From an optimization exercise on the open Yosys and OpenROAD flow, aimed at small area and a short achievable clock period; shortcuts taken in it are not production practice. Only simulation tests tie the RTL to the original design; equivalence was not proved. No activity file was given, so power comes from the tool's default toggle rates.

==> inputs of harbor <==
// counter
module counter(out,data,load,reset,clk);
parameter n=939;
output[n-1:0] out;
input[n-1:0] data;
input load,clk,reset;
reg[n-1:0] out;
wire[n-1:0] nxt;
wire[234:0] gn;    
wire bf0;
wire bf1;
wire bf2;
wire bf3;
wire bf4;
wire bf5;
wire bf6;
wire bf7;
wire bf8;
wire bf9;
wire bf10;
wire bf11;
wire bf12;
wire bf13;
wire bf14;
wire bf15;
wire bf16;
wire bf17;
wire bf18;
wire bf19;
wire bf20;
wire bf21;
wire bf22;
wire bf23;
wire bf24;
wire bf25;
wire bf26;
wire bf27;
wire bf28;
wire bf29;
wire bf30;
wire bf31;
wire bf32;
wire bf33;
wire bf34;
wire bf35;
wire bf36;
wire bf37;
wire bf38;
wire bf39;
wire bf40;
wire bf41;
wire bf42;
wire bf43;
wire bf44;
wire bf45;
wire bf46;
wire bf47;
wire bf48;
wire bf49;
wire bf50;
wire bf51;
wire bf52;
wire bf53;
wire bf54;
wire bf55;
wire bf56;
wire bf57;
wire bf58;
wire bf59;
wire bf60;
wire bf61;
wire bf62;
wire bf63;
wire bf64;
wire bf65;
wire bf66;
wire bf67;
wire bf68;
wire bf69;
wire bf70;
wire bf71;
wire bf72;
wire bf73;
wire bf74;
wire bf75;
wire bf76;
wire bf77;
wire bf78;
wire bf79;
wire bf80;
wire bf81;
wire bf82;
wire bf83;
wire bf84;
wire bf85;
wire bf86;
wire bf87;
wire bf88;
wire bf89;
wire bf90;
wire bf91;
wire bf92;
wire bf93;
wire bf94;
wire bf95;
wire bf96;
wire bf97;
wire bf98;
wire bf99;
wire bf100;
wire bf101;
wire bf102;
wire bf103;
wire bf104;
wire bf105;
wire bf106;
wire bf107;
wire bf108;
wire bf109;
wire bf110;
wire bf111;
wire bf112;
wire bf113;
wire bf114;
wire bf115;
wire bf116;
wire p0_1;
wire p0_2;
wire p0_3;
wire p0_4;
wire p0_5;
wire p0_6;
wire p0_7;
wire p0_8;
wire p0_9;
  ...
Settings: LEC_CHECK=0, CAP_MARGIN=20, CORE_AREA=4 4 556 176, CTS_CLUSTER_DIAMETER=60, CTS_CLUSTER_SIZE=20, DIE_AREA=0 0 560 180, PLACE_DENSITY=0.7, SETUP_SLACK_MARGIN=4.0, SLEW_MARGIN=20, SYNTH_HIERARCHICAL=1, SYNTH_MINIMUM_KEEP_SIZE=0; clock period 7.0 ns.
standard.sh (not shown) runs the stock make flow with config.mk's settings and CLKGATE_MAP_FILE= SYNTH_SCRIPT=/design/flow/synth_recipe.tcl, a recipe that flattens the netlist after the stock synthesis.
==> flow/flow/run.sh <==
#!/bin/bash
export BUFFER_PORTS_ARGS="-buffer_cell sky130_fd_sc_hd__buf_1"
export PLACE_PINS_ARGS="-min_distance 1 -min_distance_in_tracks"
cp standard.sh standard.sh.txt
bash standard.sh > standard.log 2>&1
==> xenon (differences from harbor) <==
CTS_CLUSTER_DIAMETER = unset   (was 60)
CTS_CLUSTER_SIZE = unset   (was 20)
SETUP_SLACK_MARGIN = 3.8   (was 4.0)
==> pepper (differences from harbor) <==
PLACE_DENSITY = 0.4   (was 0.7)
==> comparison table <==
item                                                                             harbor                    xenon                   pepper
Outcome                                                         complete, no violations  complete, no violations  complete, no violations
Ratio of routed vias to standard cells                                            6.126                    6.149                    5.838
Vias in the first global route                                                   50.42k                   50.31k                   48.86k
Length in cells of the worst reg-to-reg path                                         12                       13                       12
Part of the total power dissipated in combinational logic                         20.1%                    17.6%                    19.4%
Final Power                                                                    12.42 mW                 13.62 mW                 12.22 mW
Number of buffers other than clock buffers in the final layout                     2107                     1992                     2079
Static leakage power                                                           24.35 nW                 23.93 nW                 23.93 nW
Cell count after placement                                                         8456                     8452                     8453
PwrDens                                                                   191.1 nW/um^2            212.2 nW/um^2            189.2 nW/um^2
Fraction of area in clock buffers and inverters                                  2.047%                   3.865%                   2.059%
Maximum cell stage delay along the critical path                                 440 ps                   430 ps                   440 ps
Final worst path period share                                                    44.08%                   47.73%                   43.62%
Setup slack of the worst register-to-register path                              3910 ps                  3660 ps                  3950 ps
Startpoint of the lowest-slack hold path                             out[249]$_DFF_PN0_         out[0]$_DFF_PN0_       out[938]$_DFF_PN0_
Wire length of the first global-routing pass                                  339900 um                341000 um                306800 um
Peak supply drop                                                               180.3 uV                 158.5 uV                 169.9 uV
Share of cells above drive strength 1                                            14.80%                   10.99%                   13.52%
Largest net degree at the start of global routing                                   212                      212                      224
Met2 Resource Use GR                                                             60.58%                   61.22%                   59.38%
Fill cell total of the finished layout                                             7811                     7730                     7769
Crit path time final                                                            3086 ps                  3341 ps                  3054 ps
Final net count                                                                    8623                     8532                     8595
Startpoint of the most critical register-to-register path            out[717]$_DFF_PN0_       out[128]$_DFF_PN0_       out[777]$_DFF_PN0_
Total length of routed met3 wires                                              31900 um                 32510 um                 23580 um

* * *

==> inputs of trial 92 <==
counter again, from the RTL that the note above started with.
clock: 7.0 ns
lec_check: 0
cap_margin: 20
core_area: 4 4 556 176
cts_cluster_diameter: 60
cts_cluster_size: 20
die_area: 0 0 560 180
place_density: 0.5
setup_slack_margin: 4.1
slew_margin: 20
synth_hierarchical: 1
synth_minimum_keep_size: 0
Scripts as last shown in full above: flow/flow/run.sh
==> build 39 (differences from trial 92) <==
--- a/flow/config.mk
+++ b/flow/config.mk
@@ -11,7 +11,8 @@
 export CTS_CLUSTER_SIZE = 20
 export DIE_AREA = 0 0 560 180
-export PLACE_DENSITY = 0.5
-export SETUP_SLACK_MARGIN = 4.1
+export PLACE_DENSITY = 0.7
+export SETUP_SLACK_MARGIN = 4.0
 export SLEW_MARGIN = 20
 export SYNTH_HIERARCHICAL = 1
 export SYNTH_MINIMUM_KEEP_SIZE = 0
+export TNS_END_PERCENT = 10
==> run notes <==
- Trial 92 went through all stages and came out clean. Build 39 finished clean.
- In synthesized area, build 39 and trial 92 do not differ.
- Routed wire length: build 39 is larger than trial 92 (8.4%).
- Count of clock-buffer cells in the layout is the same in trial 92 and build 39.
- Clock skew: build 39 is higher than trial 92 (0.011 ns).
- In synthesized cell count, trial 92 and build 39 do not differ.
- Against trial 92, the core utilization of build 39 is lower by 2.3 points.
- Of build 39 and trial 92, trial 92 has the higher cell area (gap about 3.3%, measured against trial 92).
- Against build 39, the power of trial 92 is smaller by about 0.36%.
==> figures <==
quantity	trial 92	build 39
Final Cell Area	66,900 um2	64,700 um2
Crit-path most repeated cell	sky130_fd_sc_hd__nor2_4	sky130_fd_sc_hd__nor2_2
Period Utilization, post-route	0.436	0.446
CP Data Required Time	7.56 ns	7.57 ns
Final period demand of the worst path	3.05 ns	3.12 ns
Number of placed instances, taps included	8,454	8,456
Pint	8260 uW	8200 uW
Non-clock buffering overhead in the final layout	0.155	0.143
Post-layout instance count excluding filler cells	8,913	8,794
Global-route wire length before repair	311 mm	340 mm
All-layer global routing usage	0.411	0.454
Final Worst Setup Slack	3.95 ns	3.88 ns
Start point of the critical path	out[275]	out[745]
Last element of the critical path	out[600]	out[780]
Result of the run	complete, no violations	complete, no violations
Flip-flop and latch share of the layout cell area	0.353	0.365
Total half-perimeter wirelength after legalization and detailed placement	173 mm	194 mm
Number of nets at the end of the flow	8,741	8,616

* * *

==> job 4843: inputs <==
Starting RTL as in the previous note.
// counter
module counter(out,data,load,reset,clk);
parameter n=939;
output[n-1:0] out;
input[n-1:0] data;
input load,clk,reset;
reg[n-1:0] out;
wire[n-1:0] nxt;
wire[234:0] gn;    
wire bf0;
wire bf1;
wire bf2;
wire bf3;
wire bf4;
wire bf5;
wire bf6;
wire bf7;
wire bf8;
wire bf9;
wire bf10;
wire bf11;
wire bf12;
wire bf13;
wire bf14;
wire bf15;
wire bf16;
wire bf17;
wire bf18;
wire bf19;
wire bf20;
wire bf21;
wire bf22;
wire bf23;
wire bf24;
wire bf25;
wire bf26;
wire bf27;
wire bf28;
wire bf29;
wire bf30;
wire bf31;
wire bf32;
wire bf33;
wire bf34;
wire bf35;
wire bf36;
wire bf37;
wire bf38;
wire bf39;
wire bf40;
wire bf41;
wire bf42;
wire bf43;
wire bf44;
wire bf45;
wire bf46;
wire bf47;
wire bf48;
wire bf49;
wire bf50;
wire bf51;
wire bf52;
wire bf53;
wire bf54;
wire bf55;
wire bf56;
wire bf57;
wire bf58;
wire bf59;
wire bf60;
wire bf61;
wire bf62;
wire bf63;
wire bf64;
wire bf65;
wire bf66;
wire bf67;
wire bf68;
wire bf69;
wire bf70;
wire bf71;
wire bf72;
wire bf73;
wire bf74;
wire bf75;
wire bf76;
wire bf77;
wire bf78;
wire bf79;
wire bf80;
wire bf81;
wire bf82;
wire bf83;
wire bf84;
wire bf85;
wire bf86;
wire bf87;
wire bf88;
  ...
==> flow/config.mk <==
export PLATFORM = sky130hd
export DESIGN_NAME = counter
export DESIGN_NICKNAME = counter
export VERILOG_FILES = /design/flow/design.v
export SDC_FILE = /design/flow/constraint.sdc
export NUM_CORES = 4
export LEC_CHECK = 0
export CAP_MARGIN = 20
export CORE_AREA = 4 4 336 336
export CTS_BUF_LIST = sky130_fd_sc_hd__clkbuf_4 sky130_fd_sc_hd__clkbuf_8
export CTS_CLUSTER_SIZE = 20
export DIE_AREA = 0 0 340 340
export PLACE_DENSITY = 0.6
export SETUP_SLACK_MARGIN = 4.3
export SLEW_MARGIN = 20
export SYNTH_HIERARCHICAL = 1
export SYNTH_MINIMUM_KEEP_SIZE = 0
==> flow/constraint.sdc <==
create_clock -name core_clock -period 7.0 [get_ports {clk}]
set_input_delay 1.4000 -clock core_clock [delete_from_list [all_inputs] [get_ports {clk}]]
set_output_delay 1.4000 -clock core_clock [all_outputs]
set_load 0.01 [all_outputs]
Scripts as last shown in full above: flow/flow/run.sh
==> inputs of job 9381, as changes to job 4843 <==
- CORE_AREA: 4 4 336 336 -> 4 4 556 176
- CTS_BUF_LIST: sky130_fd_sc_hd__clkbuf_4 sky130_fd_sc_hd__clkbuf_8 -> not set
- CTS_CLUSTER_DIAMETER: not set -> 60
- DIE_AREA: 0 0 340 340 -> 0 0 560 180
- PLACE_DENSITY: 0.6 -> 0.45
- SETUP_SLACK_MARGIN: 4.3 -> 4.0
==> inputs of job 420, as changes to job 4843 <==
- CAP_MARGIN: 20 -> 10
- CORE_AREA: 4 4 336 336 -> 4 4 556 176
- CTS_BUF_LIST: sky130_fd_sc_hd__clkbuf_4 sky130_fd_sc_hd__clkbuf_8 -> not set
- CTS_CLUSTER_DIAMETER: not set -> 60
- DIE_AREA: 0 0 340 340 -> 0 0 560 180
- PLACE_DENSITY: 0.6 -> 0.7
- SETUP_SLACK_MARGIN: 4.3 -> 4.0
- SLEW_MARGIN: 20 -> 10
==> inputs of job 7303, as changes to job 4843 <==
- CORE_AREA: 4 4 336 336 -> 4 4 596 186
- CTS_BUF_LIST: sky130_fd_sc_hd__clkbuf_4 sky130_fd_sc_hd__clkbuf_8 -> not set
- CTS_CLUSTER_DIAMETER: not set -> 60
- DIE_AREA: 0 0 340 340 -> 0 0 600 190
- PLACE_DENSITY: 0.6 -> 0.5
- SETUP_SLACK_MARGIN: 4.3 -> 4.0
==> comparison <==
Sequential cell count is the same in job 9381 and job 7303. In critical path depth, job 420 and job 9381 do not differ. Non-clock buffer count: job 7303 > job 420 > job 9381. Register-to-register slack, highest first: job 9381, job 420, job 7303. Against job 7303, the worst setup slack of job 420 is better by 16 ps. The highest routed wire length belongs to job 420, the lowest to job 9381. Against job 7303, the core utilization of job 420 is higher by 8.1 points. Job 4843 failed in global routing (5_1_grt) with GRT-0116. Job 7303 finished with timing, DRC and antenna clean. Job 420 ran to the end with no violations. Job 9381 ran to the end with no violations. Against job 7303, the clock skew of job 420 is higher by 7.6 ps. The highest first-iteration DRC count belongs to job 420, the lowest to job 7303. In synthesized cell count, job 4843 and job 420 do not differ.

==> what the ideal ports hide <==
No port has a modelled driver above. Below, the same layouts with a new extraction and two added sets of constraints.
Step 1 (the two cells are an assumption about what drives the block):
set clk [get_ports {clk}]
set_driving_cell -lib_cell sky130_fd_sc_hd__clkbuf_16 $clk
set_driving_cell -lib_cell sky130_fd_sc_hd__buf_2 [delete_from_list [all_inputs] $clk]
Step 2, shift: input delay + t, output delay - t, t = (earliest + latest rising clock arrival at the registers) / 2. This alone moves slack from input paths to output paths.
a / b / c = no drivers / after step 1 / after step 2; a / b = the first two.
run | shift t [ns] | setup WS [ns] | worst slew at a driven data input, ns
harbor | 0.766 | 3.914 / 3.914 / 3.219 | 0.28
xenon | 0.747 | 3.659 / 3.659 / 3.284 | 0.22
pepper | 0.755 | 3.946 / 3.946 / 3.328 | 0.14
trial 92 | 0.761 | 3.947 / 3.947 / 3.449 | 0.25
build 39 | 0.764 | 3.876 / 3.876 / 3.261 | 0.22
job 9381 | 0.755 | 3.946 / 3.946 / 3.328 | 0.14
job 420 | 0.766 | 3.914 / 3.914 / 3.219 | 0.28
job 7303 | 0.752 | 3.898 / 3.898 / 3.362 | 0.14
After both steps every run listed still meets setup and hold.
